Source: an optimization exercise on an open RTL-to-GDS flow (aim: a short achievable clock period and few clock cycles). Production flows keep margins and buffers that such runs may drop.
Function was checked by simulation only, so behaviour that the tests miss may differ from the original.
Power figures rest on the tool's default switching activity, not on a simulated workload.

File: design.v
module flopenrc 
#(parameter WIDTH = 8) (
	input logic clk,
  input logic rst_n,
  input logic en,
  input logic clear,
	input logic [WIDTH-1:0] d,
	output logic [WIDTH-1:0] q
);
always @(posedge clk) begin
  if(~rst_n) begin
    q <= 0;
  end else if(clear) begin
    q <= 0;
  end else if(en) begin
    q <= d;
  end
end
endmodule
module ram32x32 (
  input logic clk,
  input logic rst_n,
  input logic i_we,
  input logic [ 4:0] i_waddr,
  input logic [31:0] i_wdata,
  input logic [ 4:0] i_raddr1,
  input logic [ 4:0] i_raddr2,
  output logic [31:0] o_rdata1,
  output logic [31:0] o_rdata2
);
logic [31:0] data_ram_cell [0:31];
always_ff @(posedge clk) begin
  if (~rst_n) begin
    for (int i = 0; i < 32; i++) data_ram_cell[i] <= 32'b0;
  end else if (i_we) begin
    data_ram_cell[i_waddr] <= i_wdata;
  end
end
assign o_rdata1 = data_ram_cell[i_raddr1];
assign o_rdata2 = data_ram_cell[i_raddr2];
endmodule
module riscv_reg(
  input logic clk,
  input logic rst_n,
  input logic i_re1,
  input logic [4:0]  i_raddr1,
  input logic i_re2,
  input logic [4:0]  i_raddr2,
  input logic i_we,
  input logic [4:0] i_waddr,
  input logic [31:0] i_wdata,
  output logic [31:0] o_rdata1,
  output logic [31:0] o_rdata2
);
logic override1;
logic override2;
logic [31:0] or_rdata1;
logic [31:0] or_rdata2;
assign o_rdata1 = override1 ? 32'b0 : or_rdata1;
assign o_rdata2 = override2 ? 32'b0 : or_rdata2;
assign override1 = ~i_re1 || i_raddr1 == 5'b00000;
assign override2 = ~i_re2 || i_raddr2 == 5'b00000;
ram32x32 regfile(
  .clk(clk),
  .rst_n(rst_n),
  .i_we(i_we),
  .i_waddr(i_waddr),
  .i_wdata(i_wdata),
  .i_raddr1(i_raddr1),
  .i_raddr2(i_raddr2),
  .o_rdata1(or_rdata1),
  .o_rdata2(or_rdata2)
);
endmodule
module riscv_if(
  input logic clk,
  input logic rst_n,
  input logic i_ex_jmp,
  input logic i_id_jmp,
  input logic i_stall,
  input logic [31:0] i_boot_addr,
  input logic [31:0] i_ex_target,
  input logic [31:0] i_id_target, 
  output logic [31:0] o_pc,
  output logic [31:0] o_instr,
  output logic [31:0] o_imem_addr,
  input  logic [31:0] i_imem_data
);
logic [31:0] npc;
assign o_imem_addr = npc;
always_comb begin
  if (i_ex_jmp) begin
    npc = i_ex_target;
  end else if (i_id_jmp) begin
    npc = i_id_target;
  end else if (~i_stall) begin
    npc = o_pc;
  end else begin
    npc = o_pc + 4;
  end
end
always_ff @(posedge clk) begin
  if (~rst_n) begin
    o_instr <= 32'b0;
  end else if (~i_stall) begin
    o_instr <= o_instr;
  end else begin
    o_instr <= i_imem_data;
  end 
end
always_ff @(posedge clk) begin
  if (~rst_n) begin
    o_pc <= {i_boot_addr[31:2], 2'b00} - 4;
  end else begin
    o_pc <= npc;
  end
end
endmodule
module riscv_id(
  input logic [31:0] i_instr,
  output logic [6:0] o_opcode,
  output logic [6:0] o_funct7,
  output logic [2:0] o_funct3,
  output logic [31:0] o_imm_num,
  output logic o_src1_reg_en,
  output logic o_src2_reg_en,
  output logic [4:0] o_src1_reg_addr, 
  output logic [4:0] o_src2_reg_addr,
  output logic o_jal,
  output logic o_alures2reg,
  output logic o_memory2reg,
  output logic o_mem_write,
  output logic [4:0] o_dst_reg_addr
);
parameter OP_LUI    = 7'b0110111;
parameter OP_AUIPC  = 7'b0010111;
parameter OP_JAL    = 7'b1101111;
parameter OP_JALR   = 7'b1100111;
parameter OP_BRANCH = 7'b1100011;
parameter OP_LOAD   = 7'b0000011;
parameter OP_STORE  = 7'b0100011;
parameter OP_ALI    = 7'b0010011;  
parameter OP_ALR    = 7'b0110011;  
assign {o_funct7, o_src2_reg_addr, o_src1_reg_addr, o_funct3, o_dst_reg_addr, o_opcode} = i_instr;
localparam UKNOWN_TYPE = 3'd0, R_TYPE = 3'd1, I_TYPE = 3'd2, S_TYPE = 3'd3, B_TYPE = 3'd4, U_TYPE = 3'd5, J_TYPE = 3'd6;
logic [2:0] instr_type;
assign o_jal = (o_opcode == OP_JAL);
assign o_memory2reg = (o_opcode == OP_LOAD);
assign o_mem_write = (o_opcode == OP_STORE);
assign o_alures2reg = (o_opcode == OP_LUI || o_opcode == OP_AUIPC ||
                       o_opcode == OP_JAL || o_opcode == OP_JALR ||
                       o_opcode == OP_ALI || o_opcode == OP_ALR );
always_comb begin
  case(o_opcode)
    OP_LUI : instr_type = U_TYPE;
    OP_AUIPC : instr_type = U_TYPE;
    OP_JAL : instr_type = J_TYPE;
    OP_JALR : instr_type = I_TYPE;
    OP_BRANCH : instr_type = B_TYPE;
    OP_LOAD : instr_type = I_TYPE;
    OP_STORE : instr_type = S_TYPE;
    OP_ALI : instr_type = I_TYPE;
    OP_ALR : instr_type = R_TYPE;
    default : instr_type = UKNOWN_TYPE;
  endcase
end
always_comb begin
  case(instr_type)
    I_TYPE : o_imm_num = {{20{i_instr[31]}}, i_instr[31:20]};
    S_TYPE : o_imm_num = {{20{i_instr[31]}}, i_instr[31:25], i_instr[11:7]};
    B_TYPE : o_imm_num = {{20{i_instr[31]}}, i_instr[7], i_instr[30:25], i_instr[11:8], 1'b0};
    U_TYPE : o_imm_num = {i_instr[31:12], 12'h0};
    J_TYPE : o_imm_num = {{12{i_instr[31]}}, i_instr[19:12], i_instr[20], i_instr[30:21], 1'b0};
    default: o_imm_num = 0;
  endcase
end
always_comb begin
  case(instr_type)
    R_TYPE : {o_src2_reg_en, o_src1_reg_en} = 2'b11;
    I_TYPE : {o_src2_reg_en, o_src1_reg_en} = 2'b01;
    S_TYPE : {o_src2_reg_en, o_src1_reg_en} = 2'b11;
    B_TYPE : {o_src2_reg_en, o_src1_reg_en} = 2'b11;
    default: {o_src2_reg_en, o_src1_reg_en} = 2'b00;
  endcase
end
endmodule
module riscv_alu(
  input logic [6:0] i_opcode,
  input logic [6:0] i_funct7,
  input logic [2:0] i_funct3,
  input logic [31:0] i_num1,
  input logic [31:0] i_num2,
  input logic [31:0] i_imm_num,
  input logic [31:0] i_pc,
  output logic o_if_branch,
  output logic [31:0] o_num,
  output logic [31:0] o_pc
);
parameter OP_JALR   = 7'b1100111;
parameter OP_BRANCH = 7'b1100011;
parameter OP_BEQ    = 3'b000;
parameter OP_BNE    = 3'b001;
parameter OP_BLT    = 3'b100;
parameter OP_BGE    = 3'b101;
parameter OP_BLTU   = 3'b110;
parameter OP_BGEU   = 3'b111;
logic [ 4:0] shamt, shamt_rs;
logic [31:0] num1_plus_imm;
logic [31:0] pc_plus_imm;
logic signed [31:0] i_num1s, i_num2s, i_imm_nums;
assign shamt         = i_imm_num[4:0];
assign shamt_rs      = i_num2[4:0];
assign num1_plus_imm = i_num1 + i_imm_num;
assign pc_plus_imm   = i_pc + i_imm_num;
assign i_num1s       = i_num1;
assign i_num2s       = i_num2;
assign i_imm_nums    = i_imm_num;
always_comb begin : PC_handle
  case(i_opcode)
    OP_JALR: begin
      o_if_branch = 1'b1;
      o_pc        = {num1_plus_imm[31:1], 1'b0};
    end   
    OP_BRANCH: begin
      case(i_funct3)
        OP_BEQ:  o_if_branch = (i_num1  == i_num2 );
        OP_BNE:  o_if_branch = (i_num1  != i_num2 );
        OP_BLT:  o_if_branch = (i_num1s <  i_num2s);
        OP_BGE:  o_if_branch = (i_num1s >= i_num2s);
        OP_BLTU: o_if_branch = (i_num1  <  i_num2 );
        OP_BGEU: o_if_branch = (i_num1  >= i_num2 );
        default: o_if_branch = 1'b0;  
      endcase
      o_pc        = pc_plus_imm;
    end
    default: begin
      o_if_branch = 1'b0;  
      o_pc        = 32'b0;
    end
  endcase
end
always_comb begin : ONUM_handle
  casex({i_funct7,i_funct3,i_opcode})
    17'bxxxxxxx_xxx_0110111: o_num = i_imm_num;      
    17'bxxxxxxx_xxx_0010111: o_num = pc_plus_imm;    
    17'bxxxxxxx_xxx_110x111: o_num = i_pc + 4;       
    17'bxxxxxxx_000_0010011: o_num = num1_plus_imm;  
    17'bxxxxxxx_010_0010011: o_num = (i_num1s < i_imm_nums) ? 1 : 0;  
    17'bxxxxxxx_011_0010011: o_num = (i_num1 < i_imm_num) ? 1 : 0;  
    17'bxxxxxxx_100_0010011: o_num = i_num1 ^ i_imm_num;  
    17'bxxxxxxx_110_0010011: o_num = i_num1 | i_imm_num;  
    17'bxxxxxxx_111_0010011: o_num = i_num1 & i_imm_num;  
    17'b0000000_001_0010011: o_num = i_num1 << shamt;  
    17'b0000000_101_0010011: o_num = i_num1 >> shamt;  
    17'b0100000_101_0010011: o_num = i_num1s >>> shamt;  
    17'b0000000_000_0110011: o_num = i_num1 + i_num2;  
    17'b0100000_000_0110011: o_num = i_num1 - i_num2;  
    17'b0000000_001_0110011: o_num = i_num1 << shamt_rs;  
    17'b0000000_010_0110011: o_num = (i_num1s < i_num2s) ? 1 : 0;  
    17'b0000000_011_0110011: o_num = (i_num1 < i_num2) ? 1 : 0;  
    17'b0000000_100_0110011: o_num = i_num1 ^ i_num2;  
    17'b0000000_101_0110011: o_num = i_num1 >> shamt_rs;  
    17'b0100000_101_0110011: o_num = i_num1s >>> shamt_rs;  
    17'b0000000_110_0110011: o_num = i_num1 | i_num2;  
    17'b0000000_111_0110011: o_num = i_num1 & i_num2;  
    default:                 o_num = 0;  
  endcase
end
endmodule
module riscv_mem(
  input logic i_re,
  input logic i_we,
  input logic [2:0] i_funct3,
  input logic [31:0] i_addr,
  input logic [31:0] i_wdata,
  output logic [31:0] o_rdata,
  output logic [31:0] o_dmem_rd_addr,
  input  logic [31:0] i_dmem_rd_data,
  output logic o_dmem_wr_req,
  output logic [3:0] o_dmem_wr_be,
  output logic [31:0] o_dmem_wr_addr,
  output logic [31:0] o_dmem_wr_data
);
logic [31:0] addr_bus;
logic [1:0] addr_lsb;
logic [31:0] rdata;
logic [3:0] byte_enable;
logic [31:0] wdata;
assign addr_bus = {i_addr[31:2], 2'b00};
assign addr_lsb = i_addr[1:0];
assign o_dmem_rd_addr = i_re ? addr_bus : 32'b0;
assign rdata = i_dmem_rd_data;
assign o_dmem_wr_req = i_we;
assign o_dmem_wr_be = i_we ? byte_enable : 4'h0;
assign o_dmem_wr_addr = i_we ? addr_bus : 32'b0;
assign o_dmem_wr_data = i_we ? wdata : 32'b0;
always_comb begin
  casex(i_funct3)
    3'bx00: begin
      if (addr_lsb == 2'b00) begin 
        byte_enable = 4'b0001;
      end else if (addr_lsb == 2'b01) begin
        byte_enable = 4'b0010;
      end else if (addr_lsb == 2'b10) begin
        byte_enable = 4'b0100;
      end else begin
        byte_enable = 4'b1000;
      end
    end
    3'bx01: begin
      if (addr_lsb == 2'b00) begin 
        byte_enable = 4'b0011;
      end else if (addr_lsb == 2'b10) begin
        byte_enable = 4'b1100;
      end else begin
        byte_enable = 4'b0000;
      end
    end
    3'b010: begin
      if (addr_lsb == 2'b00) begin 
        byte_enable = 4'b1111;
      end else begin
        byte_enable = 4'b0000;
      end   
    end
    default: begin
      byte_enable = 4'b0000;
    end
  endcase
end
always_comb begin
  casex(i_funct3)
    3'bx00: begin
      if (addr_lsb == 2'b00) begin 
        wdata = {24'b0, i_wdata[7:0]};
      end else if (addr_lsb == 2'b01) begin
        wdata = {16'b0, i_wdata[7:0], 8'b0};
      end else if (addr_lsb == 2'b10) begin
        wdata = {8'b0, i_wdata[7:0], 16'b0};
      end else begin
        wdata = {i_wdata[7:0], 24'b0};
      end
    end
    3'bx01: begin
      if (addr_lsb == 2'b00) begin 
        wdata = {16'b0, i_wdata[15:0]};
      end else if (addr_lsb == 2'b10) begin
        wdata = {i_wdata[15:0], 16'b0};
      end else begin
        wdata = 32'b0;
      end
    end
    3'b010: begin
      if (addr_lsb == 2'b00) begin 
        wdata = i_wdata;
      end else begin
        wdata = 32'b0;
      end   
    end
    default: begin
      wdata = 32'b0;
    end
  endcase
end
always_comb begin
  if(i_re) begin
    case(i_funct3)
      3'b000: if (addr_lsb==2'b00) o_rdata = {{24{rdata[7]}}, rdata[7:0]};
              else if(addr_lsb==2'b01) o_rdata = {{24{rdata[15]}}, rdata[15:8]};
              else if(addr_lsb==2'b10) o_rdata = {{24{rdata[23]}}, rdata[23:16]};
              else o_rdata = {{24{rdata[31]}}, rdata[31:24]};
      3'b100: if (addr_lsb==2'b00) o_rdata = {24'b0, rdata[7:0]};
              else if(addr_lsb==2'b01) o_rdata = {24'b0, rdata[15: 8]};
              else if(addr_lsb==2'b10) o_rdata = {24'b0, rdata[23:16]};
              else o_rdata = {24'b0, rdata[31:24]};
      3'b001: if (addr_lsb==2'b00) o_rdata = {{16{rdata[15]}}, rdata[15:0]};
              else if(addr_lsb==2'b10) o_rdata = {{16{rdata[31]}}, rdata[31:16]};
              else o_rdata = 0;
      3'b101: if (addr_lsb==2'b00) o_rdata = {16'b0, rdata[15:0]};
              else if(addr_lsb==2'b10) o_rdata = {16'b0, rdata[31:16]};
              else o_rdata = 0;
      3'b010: if(addr_lsb==2'b00) o_rdata = rdata;
              else o_rdata = 0;
      default: o_rdata = 0;
    endcase
  end else begin
    o_rdata = 0;
  end
end
endmodule
module riscv_hazard(
  input logic clk,
  input logic rst_n,
  input logic i_src1_reg_en,
  input logic i_src2_reg_en,
  input logic [4:0] i_src1_reg_addr,
  input logic [4:0] i_src2_reg_addr,
  input logic i_dst_reg_enE,
  input logic i_dst_reg_enM,
  input logic i_dst_reg_enB,
  input logic [4:0] i_dst_reg_addrE,
  input logic [4:0] i_dst_reg_addrM,
  input logic [4:0] i_dst_reg_addrB,
  input logic i_jalD,  
  input logic i_ex_branchE,
  input logic i_bus_stallM,
  output logic o_stallFD,o_flushFD,
  output logic o_stallDE,o_flushDE,
  output logic o_stallEM,o_flushEM,
  output logic o_stallMB,o_flushMB,
  output logic o_stallF
);
logic [3:0] pipeline_stall;
logic [3:0] pipeline_flush;
logic stall_bus, stall_conflict;
assign {o_flushFD,o_flushDE,o_flushEM,o_flushMB} = pipeline_flush;
assign {o_stallFD,o_stallDE,o_stallEM,o_stallMB} = pipeline_stall;
assign o_stallF = stall_bus & stall_conflict;
always_comb begin
  if (~rst_n) begin
    pipeline_flush = 4'b0000;
    stall_conflict = 1'b1;
  end else if (i_ex_branchE) begin
    pipeline_flush = 4'b1100;
    stall_conflict = 1'b1;
  end else if (i_src1_reg_en && i_src1_reg_addr != 5'b00000) begin
    if (i_dst_reg_enE && i_dst_reg_addrE == i_src1_reg_addr) begin
      pipeline_flush = 4'b0100;
      stall_conflict = 1'b0;
    end else if (i_dst_reg_enM && i_dst_reg_addrM == i_src1_reg_addr) begin
      pipeline_flush = 4'b0100;
      stall_conflict = 1'b0;
    end else if (i_dst_reg_enB && i_dst_reg_addrB == i_src1_reg_addr) begin
      pipeline_flush = 4'b0100;
      stall_conflict = 1'b0;
    end else if (i_src2_reg_en && i_src2_reg_addr != 5'b00000) begin
      if (i_dst_reg_enE && i_dst_reg_addrE == i_src2_reg_addr) begin
        pipeline_flush = 4'b0100;
        stall_conflict = 1'b0;
      end else if (i_dst_reg_enM && i_dst_reg_addrM == i_src2_reg_addr) begin
        pipeline_flush = 4'b0100;
        stall_conflict = 1'b0;
      end else if (i_dst_reg_enB && i_dst_reg_addrB == i_src2_reg_addr) begin
        pipeline_flush = 4'b0100;
        stall_conflict = 1'b0;
      end else begin
        pipeline_flush = 4'b0000;
        stall_conflict = 1'b1;
      end
    end else begin
      pipeline_flush = 4'b0000;
      stall_conflict = 1'b1;
    end
  end else if (i_src2_reg_en && i_src2_reg_addr != 5'b00000) begin
    if (i_dst_reg_enE && i_dst_reg_addrE == i_src2_reg_addr) begin
      pipeline_flush = 4'b0100;
      stall_conflict = 1'b0;
    end else if (i_dst_reg_enM && i_dst_reg_addrM == i_src2_reg_addr) begin
      pipeline_flush = 4'b0100;
      stall_conflict = 1'b0;
    end else if (i_dst_reg_enB && i_dst_reg_addrB == i_src2_reg_addr) begin
      pipeline_flush = 4'b0100;
      stall_conflict = 1'b0;
    end else begin
      pipeline_flush = 4'b0000;
      stall_conflict = 1'b1;
    end
  end else if (i_jalD) begin
    pipeline_flush = 4'b1000;
    stall_conflict = 1'b1;
  end else begin
    pipeline_flush = 4'b0000;
    stall_conflict = 1'b1;
  end
end
always_comb begin
  stall_bus = 1;
  if (~rst_n) begin
    pipeline_stall = 4'b1111;
    stall_bus = 1;
  end else if (i_bus_stallM) begin
    pipeline_stall = 4'b0001;
    stall_bus = 0;
  end else if (i_src1_reg_en && i_src1_reg_addr != 5'b00000) begin
    if (i_dst_reg_enE && i_dst_reg_addrE == i_src1_reg_addr) begin
      pipeline_stall = 4'b0111;
    end else if (i_dst_reg_enM && i_dst_reg_addrM == i_src1_reg_addr) begin
      pipeline_stall = 4'b0111;
    end else if (i_dst_reg_enB && i_dst_reg_addrB == i_src1_reg_addr) begin
      pipeline_stall = 4'b0111;
    end else if (i_src2_reg_en && i_src2_reg_addr != 5'b00000) begin
      if (i_dst_reg_enE && i_dst_reg_addrE == i_src2_reg_addr) begin
        pipeline_stall = 4'b0111;
      end else if (i_dst_reg_enM && i_dst_reg_addrM == i_src2_reg_addr) begin
        pipeline_stall = 4'b0111;
      end else if (i_dst_reg_enB && i_dst_reg_addrB == i_src2_reg_addr) begin
        pipeline_stall = 4'b0111;
      end else begin
        pipeline_stall = 4'b1111;
      end
    end else begin
      pipeline_stall = 4'b1111;
    end
  end else if (i_src2_reg_en && i_src2_reg_addr != 5'b00000) begin
    if (i_dst_reg_enE && i_dst_reg_addrE == i_src2_reg_addr) begin
      pipeline_stall = 4'b0111;
    end else if (i_dst_reg_enM && i_dst_reg_addrM == i_src2_reg_addr) begin
      pipeline_stall = 4'b0111;
    end else if (i_dst_reg_enB && i_dst_reg_addrB == i_src2_reg_addr) begin
      pipeline_stall = 4'b0111;
    end else begin
      pipeline_stall = 4'b1111;
    end
  end else begin
    pipeline_stall = 4'b1111;
    stall_bus = 1;
  end
end
endmodule
module riscv_pipeline(
  input logic clk,
  input logic rst_n,
  input logic [31:0] i_boot_addr,
  output logic [31:0] imem_rd_addr,
  input  logic [31:0] imem_rd_data,
  output logic [31:0] dmem_rd_addr,
  input  logic [31:0] dmem_rd_data,
  output logic        dmem_wr_req,
  output logic [3:0]  dmem_wr_be,
  output logic [31:0] dmem_wr_addr,
  output logic [31:0] dmem_wr_data
);
logic [31:2] pcF;         
logic [31:2] pcHn;        
wire  [31:2] pcH = ~pcHn;
logic        vD;
logic [31:0] instD;
logic [31:2] pcD;
logic        ptD;         
logic [31:2] ptgtD;       
logic [31:0] aE, bE, sdE;
logic        sdFwdE;       
logic [31:0] linkE;
logic [31:2] btgtE;
logic [31:2] pcE;
logic [31:2] ptgtE;
logic        ptE, jalE, ncE;    
logic [4:0]  rdE;
logic [2:0]  f3E;
logic        wenE, loadE, storeE, brE, jalrE, predE;
logic        eqBrE;         
logic [31:2] altE;          
logic        subE, arithE, cmpuE;
logic        selSumE, selLtE, selXorE, selOrE, selAndE, selSllE, selSrE, selLinkE;
logic [31:0] resM, sdM;        
logic [31:0] resMn;            
wire  [31:0] resMi = ~resMn;
logic [3:0]  beM;
logic [4:0]  rdM;
logic [2:0]  f3M;
logic        wenM, loadM, wreqM;
logic [31:0] resW;
logic [4:0]  rdW;
logic        wenW;
logic [31:0] rf [1:31];
logic [31:1] rfv;
assign imem_rd_addr = {pcF, 2'b00};
localparam NB = 8;
logic [NB-1:0] bV, bPt, bUn;
localparam TB = 11;              
logic [TB:2]   bPc [NB];
logic [31:2]   bTg [NB];
logic [1:0]    bCt [NB];
logic [2:0]    bPtr;
logic [NB-1:0] hitF;
logic [31:2]   btbTgtF;
always_comb begin
  btbTgtF = '0;
  for (int i = 0; i < NB; i++) begin
    hitF[i] = bPt[i] & (bPc[i] == pcH[TB:2]);
    btbTgtF = btbTgtF | ({30{hitF[i]}} & bTg[i]);
  end
end
wire btbTakeF = |hitF;
logic        uV, uTaken, uUn, uJalr;
logic [31:2] uPc, uTgt;
logic [NB-1:0] um;
always_comb for (int i = 0; i < NB; i++) um[i] = bV[i] & (bPc[i] == uPc[TB:2]);
wire uHit = |um;
wire [31:2] uTgtX = uJalr ? jtgtM : uTgt;
always_ff @(posedge clk) begin
  if (~rst_n) begin
    bV <= '0; bPt <= '0; bPtr <= '0;
  end else if (uV) begin
    if (uHit) begin
      for (int i = 0; i < NB; i++) if (um[i]) begin
        logic [1:0] c;
        c = uTaken ? ((bCt[i] == 2'b11) ? 2'b11 : bCt[i] + 2'd1)
                   : ((bCt[i] == 2'b00) ? 2'b00 : bCt[i] - 2'd1);
        bCt[i] <= c;
        bTg[i] <= uTgtX;
        bUn[i] <= uUn;
        bPt[i] <= uUn | c[1];
      end
    end else if (uTaken) begin
      bV[bPtr]  <= 1'b1;
      bPt[bPtr] <= 1'b1;
      bPc[bPtr] <= uPc[TB:2];
      bTg[bPtr] <= uTgtX;
      bCt[bPtr] <= 2'b10;
      bUn[bPtr] <= uUn;
      bPtr <= bPtr + 3'd1;
    end
  end
end
wire [4:0] opD  = instD[6:2];
wire [2:0] f3D  = instD[14:12];
wire [4:0] rdD  = instD[11:7];
wire [4:0] rs1D = instD[19:15];
wire [4:0] rs2D = instD[24:20];
logic isLuiD, isAuipcD, isJalD, isJalrD, isBrD, isLoadD, isStoreD, isAluiD, isAlurD;
logic use1D, use2D, wrD;
logic [31:0] immD;
wire isAluD = isAluiD | isAlurD;
wire [31:0] iF = imem_rd_data;
wire [4:0] opF = iF[6:2];
wire fLui   = opF == 5'b01101;
wire fAuipc = opF == 5'b00101;
wire fJal   = opF == 5'b11011;
wire fJalr  = opF == 5'b11001;
wire fBr    = opF == 5'b11000;
wire fLoad  = opF == 5'b00000;
wire fStore = opF == 5'b01000;
wire fAlui  = opF == 5'b00100;
wire fAlur  = opF == 5'b01100;
logic [31:0] immF;
always_comb begin
  if (fStore)            immF = {{20{iF[31]}}, iF[31:25], iF[11:7]};
  else if (fBr)          immF = {{20{iF[31]}}, iF[7], iF[30:25], iF[11:8], 1'b0};
  else if (fLui|fAuipc)  immF = {iF[31:12], 12'h0};
  else if (fJal)         immF = {{12{iF[31]}}, iF[19:12], iF[20], iF[30:21], 1'b0};
  else                   immF = {{20{iF[31]}}, iF[31:20]};
end
wire [31:0] pcD32 = {pcD, 2'b00};
wire [31:0] tgtD  = pcD32 + immD;
wire [31:0] link4D = pcD32 + 32'd4;
logic [31:0] resE;        
logic [31:0] mresM;       
logic [31:0] ldM;         
wire [31:0] rf1 = (rs1D != 5'd0 && rfv[rs1D]) ? rf[rs1D] : 32'd0;
wire [31:0] rf2 = (rs2D != 5'd0 && rfv[rs2D]) ? rf[rs2D] : 32'd0;
logic e1, m1, w1, e2, m2, w2;
logic stallQ;             
wire [31:0] rs1q = (m1 & ~loadM) ? resMi : w1 ? resW : rf1;
wire [31:0] rs2q = (m2 & ~loadM) ? resMi : w2 ? resW : rf2;
wire        aFromE = e1 & ~isLuiD & ~isAuipcD;
wire        aSelSum = aFromE & selSumE;
wire        aSelOth = aFromE & ~selSumE;
wire        aSelLd  = ~e1 & m1 & loadM & ~isLuiD & ~isAuipcD;
wire        aSelQ   = ~aFromE & ~aSelLd;
wire [31:0] aQ      = isLuiD ? 32'd0 : (isAuipcD ? pcD32 : rs1q);
wire        bReg    = use2D & ~isStoreD;
wire        bFromE  = e2 & bReg;
wire        bSelSum = bFromE & selSumE;
wire        bSelOth = bFromE & ~selSumE;
wire        bSelLd  = bReg & ~e2 & m2 & loadM;
wire        bSelQ   = ~bFromE & ~bSelLd;
wire [31:0] bQ      = bReg ? rs2q : immD;
wire        sdSelLd = m2 & loadM;
logic misE, jmisE;
logic misM, jmisM;
logic killQ;
logic [31:2] altM, jtgtM;
wire redirM = misM | jmisM;
logic fmisE, zQ;
wire killE  = redirM | zQ;
wire vDk     = vD & ~redirM & ~killQ & ~zQ;
wire stallD  = vDk & stallQ;
wire predD   = ~ptD & (isJalD | (isBrD & instD[31]));    
wire redirD  = vDk & predD & ~stallD;
wire goD     = vDk & ~stallD;               
wire keepF   = ~redirM;
wire selHold = keepF & stallD;
wire selRedD = keepF & ~stallD & redirD;
wire seqOk   = keepF & ~stallD & ~redirD;
wire selBtb  = seqOk & btbTakeF;
wire selSeq  = seqOk & ~btbTakeF;
wire [31:2] pcInc = pcH + 30'd1;
wire [31:2] newR  = ({30{misM}}    & altM)
                  | ({30{jmisM}}   & jtgtM)
                  | ({30{selHold}} & pcH)
                  | ({30{selRedD}} & tgtD[31:2])
                  | ({30{selBtb}}  & btbTgtF)
                  | ({30{selSeq}}  & pcInc);
wire [31:2] newF  = fmisE ? altE : newR;
always_ff @(posedge clk) begin
  if (~rst_n) begin
    pcF   <= i_boot_addr[31:2];
    pcHn  <= ~i_boot_addr[31:2];
    vD    <= 1'b0;
    killQ <= 1'b0;
    zQ    <= 1'b0;
  end else begin
    zQ    <= fmisE;
    pcF <= newF;
    pcHn <= ~newF;
    if (~stallD) vD <= ~redirD;
    killQ <= redirM;
  end
end
wire use1F   = fJalr | fBr | fLoad | fStore | fAlui | fAlur;
wire use2nsF = fBr | fAlur;
always_ff @(posedge clk) begin
  if (~rst_n) begin
    e1 <= 1'b0; m1 <= 1'b0; w1 <= 1'b0; e2 <= 1'b0; m2 <= 1'b0; w2 <= 1'b0; stallQ <= 1'b0;
  end else if (stallD) begin
    e1 <= 1'b0;          e2 <= 1'b0;
    m1 <= e1 & ~killE;   m2 <= e2 & ~killE;
    w1 <= m1;            w2 <= m2;
    stallQ <= 1'b0;
  end else begin
    e1 <= goD & wrD & (rdD == iF[19:15]);
    e2 <= goD & wrD & (rdD == iF[24:20]);
    m1 <= wenE & ~killE & (rdE == iF[19:15]);
    m2 <= wenE & ~killE & (rdE == iF[24:20]);
    w1 <= wenM & (rdM == iF[19:15]);
    w2 <= wenM & (rdM == iF[24:20]);
    stallQ <= goD & isLoadD & ((use1F & (rdD == iF[19:15])) | (use2nsF & (rdD == iF[24:20])));
  end
end
always_ff @(posedge clk) begin
  if (~stallD) begin
    instD <= imem_rd_data;
    isLuiD <= fLui; isAuipcD <= fAuipc; isJalD <= fJal; isJalrD <= fJalr; isBrD <= fBr;
    isLoadD <= fLoad; isStoreD <= fStore; isAluiD <= fAlui; isAlurD <= fAlur;
    use1D <= fJalr | fBr | fLoad | fStore | fAlui | fAlur;
    use2D <= fBr | fStore | fAlur;
    wrD   <= (fLui | fAuipc | fJal | fJalr | fLoad | fAlui | fAlur) & (iF[11:7] != 5'd0);
    immD  <= immF;
    pcD   <= pcH;
    ptD   <= btbTakeF;
    ptgtD <= btbTgtF;
  end
end
always_ff @(posedge clk) begin
  if (~rst_n) begin
    wenE <= 1'b0; loadE <= 1'b0; storeE <= 1'b0; brE <= 1'b0; jalrE <= 1'b0; jalE <= 1'b0; ncE <= 1'b0;
    eqBrE <= 1'b0;
  end else begin
    jalE   <= goD & isJalD;
    ncE    <= goD & ~isJalD & ~isJalrD & ~isBrD;
    wenE   <= goD & wrD;
    loadE  <= goD & isLoadD;
    storeE <= goD & isStoreD;
    brE    <= goD & isBrD;
    eqBrE  <= goD & isBrD & ~f3D[2];
    jalrE  <= goD & isJalrD;
  end
end
always_ff @(posedge clk) begin
  aE    <= ({32{aSelSum}} & sumE) | ({32{aSelOth}} & resOE) | ({32{aSelLd}} & ldM) | ({32{aSelQ}} & aQ);
  bE    <= ({32{bSelSum}} & sumE) | ({32{bSelOth}} & resOE) | ({32{bSelLd}} & ldM) | ({32{bSelQ}} & bQ);
  sdE   <= sdSelLd ? ldM : rs2q;
  sdFwdE <= e2;
  linkE <= link4D;
  btgtE <= tgtD[31:2];
  rdE   <= rdD;
  f3E   <= f3D;
  predE <= ptD | instD[31];
  altE  <= (ptD | instD[31]) ? link4D[31:2] : tgtD[31:2];
  ptE   <= ptD;
  ptgtE <= ptgtD;
  pcE   <= pcD;
  subE  <= isAlurD & (f3D == 3'b000) & instD[30];
  arithE <= instD[30];
  cmpuE <= isBrD ? f3D[1] : f3D[0];
  selSumE  <= isLuiD | isAuipcD | isLoadD | isStoreD | (isAluD & f3D == 3'b000);
  selLtE   <= isAluD & (f3D == 3'b010 || f3D == 3'b011);
  selXorE  <= isAluD & f3D == 3'b100;
  selOrE   <= isAluD & f3D == 3'b110;
  selAndE  <= isAluD & f3D == 3'b111;
  selSllE  <= isAluD & f3D == 3'b001;
  selSrE   <= isAluD & f3D == 3'b101;
  selLinkE <= isJalD | isJalrD;
end
wire [31:0] sumE = aE + (bE ^ {32{subE}}) + {31'd0, subE};
wire ltuE = aE < bE;
wire ltE  = (aE[31] ^ bE[31]) ? (cmpuE ? bE[31] : aE[31]) : ltuE;
wire eqE  = aE == bE;
wire [31:0] sllE = aE << bE[4:0];
wire signed [31:0] aEs = aE;
wire [31:0] sraE = aEs >>> bE[4:0];
wire [31:0] srE  = arithE ? sraE : (aE >> bE[4:0]);
logic [31:0] resOE;      
assign resOE = ({32{selLtE}}   & {31'd0, ltE})
            | ({32{selXorE}}  & (aE ^ bE))
            | ({32{selOrE}}   & (aE | bE))
            | ({32{selAndE}}  & (aE & bE))
            | ({32{selSllE}}  & sllE)
            | ({32{selSrE}}   & srE)
            | ({32{selLinkE}} & linkE);
assign resE = ({32{selSumE}} & sumE) | resOE;
wire condE  = f3E[2] ? ltE : eqE;
wire takenE = condE ^ f3E[0];
logic jeqE;
always_comb begin
  logic c;
  jeqE = 1'b1;
  c = (aE[1] & bE[1]) | ((aE[1] ^ bE[1]) & aE[0] & bE[0]);
  for (int i = 2; i < 32; i++) begin
    if ((aE[i] ^ bE[i] ^ c) != ptgtE[i]) jeqE = 1'b0;
    c = (aE[i] & bE[i]) | ((aE[i] ^ bE[i]) & ~ptgtE[i]);
  end
end
wire tgtOkE = ptgtE == btgtE;
assign fmisE  = eqBrE & ~killE & (eqE ^ f3E[0] ^ predE);
assign misE   = ~killE & ((brE & ~eqBrE & (takenE ^ predE))
                        | (brE & takenE & predE & ptE & ~tgtOkE)
                        | (jalE & ptE & ~tgtOkE)
                        | (ncE & ptE));
assign jmisE  = jalrE & ~killE & ~(ptE & jeqE);
logic [3:0]  beE;
logic [31:0] sdalE;
wire  [31:0] sdv = sdFwdE ? mresM : sdE;
always_comb begin
  case (f3E[1:0])
    2'b00:   begin beE = 4'b0001 << sumE[1:0];         sdalE = {4{sdv[7:0]}};  end
    2'b01:   begin beE = sumE[1] ? 4'b1100 : 4'b0011;  sdalE = {2{sdv[15:0]}}; end
    default: begin beE = 4'b1111;                      sdalE = sdv;            end
  endcase
end
always_ff @(posedge clk) begin
  if (~rst_n) begin
    wenM <= 1'b0; loadM <= 1'b0; wreqM <= 1'b0; uV <= 1'b0; misM <= 1'b0; jmisM <= 1'b0;
  end else begin
    uV    <= (brE | jalrE | jalE) & ~killE;
    wenM  <= wenE & ~killE;
    loadM <= loadE & ~killE;
    wreqM <= storeE & ~killE;
    misM  <= misE;
    jmisM <= jmisE;
  end
end
always_ff @(posedge clk) begin
  resM <= resE;
  resMn <= ~resE;
  altM  <= (jalE | (brE & takenE)) ? btgtE : linkE[31:2];    
  jtgtM <= sumE[31:2];
  uPc    <= pcE;
  uTgt   <= btgtE;
  uJalr  <= jalrE;
  uTaken <= ~brE | takenE;
  uUn    <= ~brE;
  sdM  <= sdalE;
  beM  <= beE;
  rdM  <= rdE;
  f3M  <= f3E;
end
assign dmem_rd_addr = resM;
assign dmem_wr_req  = wreqM;
assign dmem_wr_be   = beM;
assign dmem_wr_addr = resM;
assign dmem_wr_data = sdM;
logic [3:0]  lbSelM;             
logic        hi1M, hi3M;         
logic        ldWM;               
logic [3:0]  sxBM;               
logic        sxH1M, sxH3M;       
wire  [1:0]  aoE = sumE[1:0];
always_ff @(posedge clk) begin
  lbSelM[0] <= (f3E[1:0] == 2'b00 & aoE == 2'd0) | (f3E[1:0] == 2'b01 & ~aoE[1]) | f3E[1];
  lbSelM[1] <= (f3E[1:0] == 2'b00 & aoE == 2'd1);
  lbSelM[2] <= (f3E[1:0] == 2'b00 & aoE == 2'd2) | (f3E[1:0] == 2'b01 & aoE[1]);
  lbSelM[3] <= (f3E[1:0] == 2'b00 & aoE == 2'd3);
  hi1M      <= (f3E[1:0] == 2'b01 & ~aoE[1]) | f3E[1];
  hi3M      <= (f3E[1:0] == 2'b01 & aoE[1]);
  ldWM      <= f3E[1];
  for (int k = 0; k < 4; k++) sxBM[k] <= (f3E == 3'b000) & (aoE == 2'(k));
  sxH1M     <= (f3E == 3'b001) & ~aoE[1];
  sxH3M     <= (f3E == 3'b001) & aoE[1];
end
wire [7:0] ln0 = dmem_rd_data[7:0],   ln1 = dmem_rd_data[15:8];
wire [7:0] ln2 = dmem_rd_data[23:16], ln3 = dmem_rd_data[31:24];
wire extB = (sxBM[0] & ln0[7]) | (sxBM[1] & ln1[7]) | (sxBM[2] & ln2[7]) | (sxBM[3] & ln3[7]);
wire extH = (sxH1M & ln1[7]) | (sxH3M & ln3[7]);
assign ldM[7:0]   = ({8{lbSelM[0]}} & ln0) | ({8{lbSelM[1]}} & ln1) | ({8{lbSelM[2]}} & ln2) | ({8{lbSelM[3]}} & ln3);
assign ldM[15:8]  = ({8{hi1M}} & ln1) | ({8{hi3M}} & ln3) | {8{extB}};
assign ldM[31:16] = ldWM ? {ln3, ln2} : {16{extB | extH}};
assign mresM = loadM ? ldM : resMi;
always_ff @(posedge clk) begin
  if (~rst_n) wenW <= 1'b0;
  else        wenW <= wenM;
end
always_ff @(posedge clk) begin
  resW <= mresM;
  rdW  <= rdM;
end
always_ff @(posedge clk) begin
  if (~rst_n) rfv <= '0;
  else if (wenW) rfv[rdW] <= 1'b1;
end
always_ff @(posedge clk) begin
  if (wenW) rf[rdW] <= resW;
end
endmodule
File: flow/run.sh
#!/bin/bash
set -euo pipefail
bash standard.sh SETUP_SLACK_MARGIN=7 GPL_TIMING_DRIVEN=1 MATCH_CELL_FOOTPRINT=0 \
  'BUFFER_PORTS_ARGS=-buffer_cell sky130_fd_sc_hd__buf_4' finish > make_finish.log 2>&1
File: standard.sh
#!/bin/bash
# synth_recipe.tcl (not shown) runs the flow's synth.tcl, then flattens the netlist and writes it again
# the make line also repeats each setting of config.mk as NAME=value (left out here)
make -C /OpenROAD-flow-scripts/flow DESIGN_CONFIG=/design/flow/config.mk WORK_HOME=/design/flow/orfs CLKGATE_MAP_FILE= SYNTH_SCRIPT=/design/flow/synth_recipe.tcl "${@:-finish}"
File: config.mk
export PLATFORM = sky130hd
export DESIGN_NAME = riscv_pipeline
export DESIGN_NICKNAME = riscv_pipeline
export VERILOG_FILES = /design/flow/design.v
export SDC_FILE = /design/flow/constraint.sdc
export NUM_CORES = 4
export LEC_CHECK = 0
export CAP_MARGIN = 20
export CORE_MARGIN = 2
export CORE_UTILIZATION = 40
export SLEW_MARGIN = 20
File: constraint.sdc
create_clock -name core_clock -period 10.0 [get_ports {clk}]
set_input_delay 2.0000 -clock core_clock [delete_from_list [all_inputs] [get_ports {clk}]]
set_output_delay 2.0000 -clock core_clock [all_outputs]
set_load 0.01 [all_outputs]
==> impl_metrics.tcl <==
set metrics [dict create \
    placementRows 183 \
    fin_skew_ps 106.8 \
    p_leak_nw 44.58 \
    ys.flop_type "edfxtp_1" \
    startpoint "subE" \
    htreeDepth 4 \
    synth_edf_count 1435 \
    yosysTopAreaCell "edfxtp_1" \
    vias_per_cell 6.337 \
    max_stage_delay_ps 390 \
    grt_setup_unrepaired "yes" \
    critPathLaunchType "register" \
    yosys.area_share.simple_pct 6.877 \
    netlist_top_cells_area "edfxtp_1 43%, mux4_2 15%, dfxtp_1 13%, mux2i_1 2.6%, ha_1 2.2%" \
    synth-compound-area-share_pct 9.352 \
    ys_types 95 \
    area_delta_synth_final_pct 26.34 \
    clockBufferDepth 3 \
    crit_top_cell "buf_6" \
    synth.area.mux_share_pct 18.34 \
    max_freq_mhz 278.1 \
    path_class "reg2reg" \
    die_area_mm2 0.2542 \
    hp-start "pcE[2]" \
    netlist_area_mm2 0.1001 \
    grt_pass1_vias 69800 \
    finalSetupViolations 0 \
    hold_buffers 0 \
    syn_avg_cell_area_um2 13.69 \
    hold_violations 0 \
    numPortBuffers 224 \
    yosys_warnings 1 \
    finalCritPeriodShare_pct 35.96 \
    cp.arrival_ps 4300 \
    fin_crit_ps 3596 \
    fill_cells 20670 \
    cp-end-kind "register" \
    drt-pass1-iter-count 8 \
    grt_util_all_layers_pct 30.37 \
    clkSlewWorstSetupHoldPaths_ps 60 \
    power-per-cell-area_mw_per_mm2 179.6 \
    first_iter_violations 10030 \
    hold_path.class "reg2reg" \
    final_nets 8252 \
    pre_cts_ws_ps 4271 \
    die_height_um 504.2 \
    grt_pass1_wl_um 547200 \
    synth_xor_area_share_pct 3.641 \
    synth_top_family_by_area "multiplexers" \
    cts-root-buf "clkbuf_16" \
    cts_tree "yes" \
    die-width_um 504.2 \
    slew_viol_final 0 \
    reg2reg_from "subE" \
    yosys_register_bits 2102 \
    post_drt_wl_per_cell_um 34.88 \
    gp_congestion 1.002 \
    postRouteAntennaNets 0 \
    outcome "finished clean" \
    vias 72890 \
    vdd_drop_max_mv 0.1832 \
    worstPathCellList "buf_12 > clkbuf_16 > xor2_1 > ha_1 > buf_4 > nand4_1 > nor2_2 > a31oi_4 > buf_6 > buf_6 > o311a_4 > buf_6 > a21oi_4 > o21ai_2 > xnor2_2 > a21bo_2" \
    max_cap_violations 0 \
    synthArstFlopShare_pct 0 \
    cp_slowest_cell "o311a_4" \
    core_area_mm2 0.2487 \
    hold-worst-slack_ps 325.3 \
    dpl.hpwl_um 244700 \
    clkLatencyLatePin_ps 910 \
    yosysTopAreaCellShare_pct 43.06 \
    fin_ws_ps 6404 \
    wirelength_um 401100 \
    synth-seq-area-share_pct 56.41 \
    post-route-util_pct 50.84 \
    worst_pin_slew_ps 1258 \
    drt_drc_violations_left 0 \
    crit_fanout 7 \
    relSlewSlack_pct 15.33 \
    grt_antenna_before_repair 28 \
    cts.sinks 2102 \
    synthAdderAreaFrac_pct 2.281 \
    drive_above_1_share_pct 37.11 \
    postSynthCellCount 7310 \
    start_util_pct 40.24 \
    ios 231 \
    crit_required_ps 10710 \
    cts_buffers 215 \
    grt_overflow 0 \
    finalSetupTns_ps 0 \
    grt_max_degree 77 \
]
[cells in the mapped netlist, drive strengths merged, types with 41 or more instances]
cell type,number
nor2,524
a22oi,101
nand4,72
dfxtp,667
nor3,88
nand2,389
mux4,657
a21o,61
o211ai,45
o21a,41
a221oi,72
buf,217
nor4,56
inv,237
mux2i,257
a21oi,383
xor2,186
mux2,87
a22o,48
xnor2,230
nand3,129
edfxtp,1435
clkbuf,283
a221o,54
o21ai,255
ha,176
[metal layers]
metal | track usage, % | wire length [um]
met5 | 0 | 33
met4 | 20.44 | 34110
met3 | 6.465 | 40960
met2 | 46.86 | 180300
met1 | 38.52 | 145700
[state kept, by name (all words and copies together) (netlist names), 31 cells and up, named ones only]
name	count
sdE	32
resW	32
resM	32
resMn	32
bTg	240
rfv	31
immD	32
aE	32
bPc	80
sdM	32
bE	32
rf	992
[where the power goes]
group / total [mW] / internal [mW] / switching, mW
combinational: 3.92 / 1.71 / 2.21
clock: 8.35 / 4.71 / 3.63
sequential: 10.4 / 9.83 / 0.603
[cell type report]
class | count | area [um^2] | share of cell area, %
clock buffer | 274 | 5763 | 4.559
timing repair inverter | 2 | 16.27 | 0.01287
antenna | 8 | 20.02 | 0.01584
multi-input combinational | 4487 | 46650 | 36.90
sequential | 2102 | 56880 | 44.99
inverter | 241 | 1001 | 0.7918
tap | 3330 | 4167 | 3.296
timing repair buffer | 927 | 10340 | 8.181
clock inverter | 131 | 1583 | 1.252
[through the flow]
stage | power, mW | cell area (um^2) | cells
detailed placement | 13.34 | 105900 | 10520
global route | 23.24 | 126400 | 11500
CTS | 22.30 | 122300 | 11310
floorplan | 12.01 | 100900 | 7311
finish | 22.70 | 126400 | 11500
global placement | 13.31 | 105900 | 10520
[repair_timing]
item,CTS,global route
gates resized for setup,1208,536
pin swaps,182,244
setup endpoints to repair,976,653
setup buffers,339,164
gates cloned,53,15
[logic make-up after synthesis]
family,after synthesis
buffers and inverters,741
AO/OA/AOI/OAI,1380
other,1
flip-flops,2102
multiplexers,1001
XOR/XNOR,416
adder cells (fa/ha/maj),182
AND/OR/NAND/NOR,1487
[path summary, 6_finish.rpt]
| path | to | slack (ps) | cells past startpoint |
|---|---|---|---|
| worst min-delay path | uPc[2] | 330 | 0 |
| worst max register to register | resM[29] | 6400 | 16 |
| worst min register to register | uPc[2] | 330 | 0 |
| worst max-delay path | resM[29] | 6400 | 16 |
[critical path: cells and delay by family (launching register included)]
kind	cells	cell delay (ps)
flip-flops	1	360
adder cells (fa/ha/maj)	1	360
buffers and inverters	6	870
AND/OR/NAND/NOR	2	300
AO/OA/AOI/OAI	5	1110
XOR/XNOR	2	460
[placed cells by master (no fill, tap or decap), types with 38 or more instances in the layout]
cell type / instances
a21oi_2: 45
clkbuf_1: 44
nor2_1: 445
a21o_1: 38
dfxtp_2: 130
mux4_2: 657
nand4_1: 72
o21a_1: 41
o21ai_0: 160
ha_1: 132
mux2_2: 81
inv_1: 195
o21ai_2: 39
o211ai_1: 45
a221oi_1: 51
edfxtp_1: 1435
a221o_1: 44
dfxtp_4: 72
nor3_1: 48
nor2_4: 56
clkinv_2: 42
buf_12: 90
nand3_1: 106
mux2i_4: 52
buf_6: 285
xor2_1: 172
xnor2_1: 199
a22oi_1: 97
o21ai_1: 42
nand2_1: 334
mux2i_1: 173
buf_4: 472
a21oi_1: 313
dfxtp_1: 465
clkbuf_16: 256
a22o_1: 48
Testbench counts, summed over its fixed seeds: cycles 25,327.

==> what the ideal ports hide <==
How much do the figures lean on ideal ports? The routed layout below was timed once more, with nothing changed but the port constraints. Step 1, drivers: a clkbuf_16 drives clk and a buf_2 each remaining input, both assumed. Step 2 also shifts input and output timing later by t, the mid clock arrival at the registers, as if the neighbouring blocks saw the same clock. a / b / c = ideal / step 1 / step 2; a / b = the first two.
t (ns): 0.967
setup WS [ns]: 6.404 / 6.404 / 5.894
worst hold slack (ns): 0.325 / 0.325 / 0.325
worst setup path after step 2: input to register
slew at the worst register clock pin (ns): 0.07 / 0.07
After both steps this run still meets setup and hold. For this run, drivers alone change the setup slack by 0.000 ns; drivers and shift together by -0.510 ns.
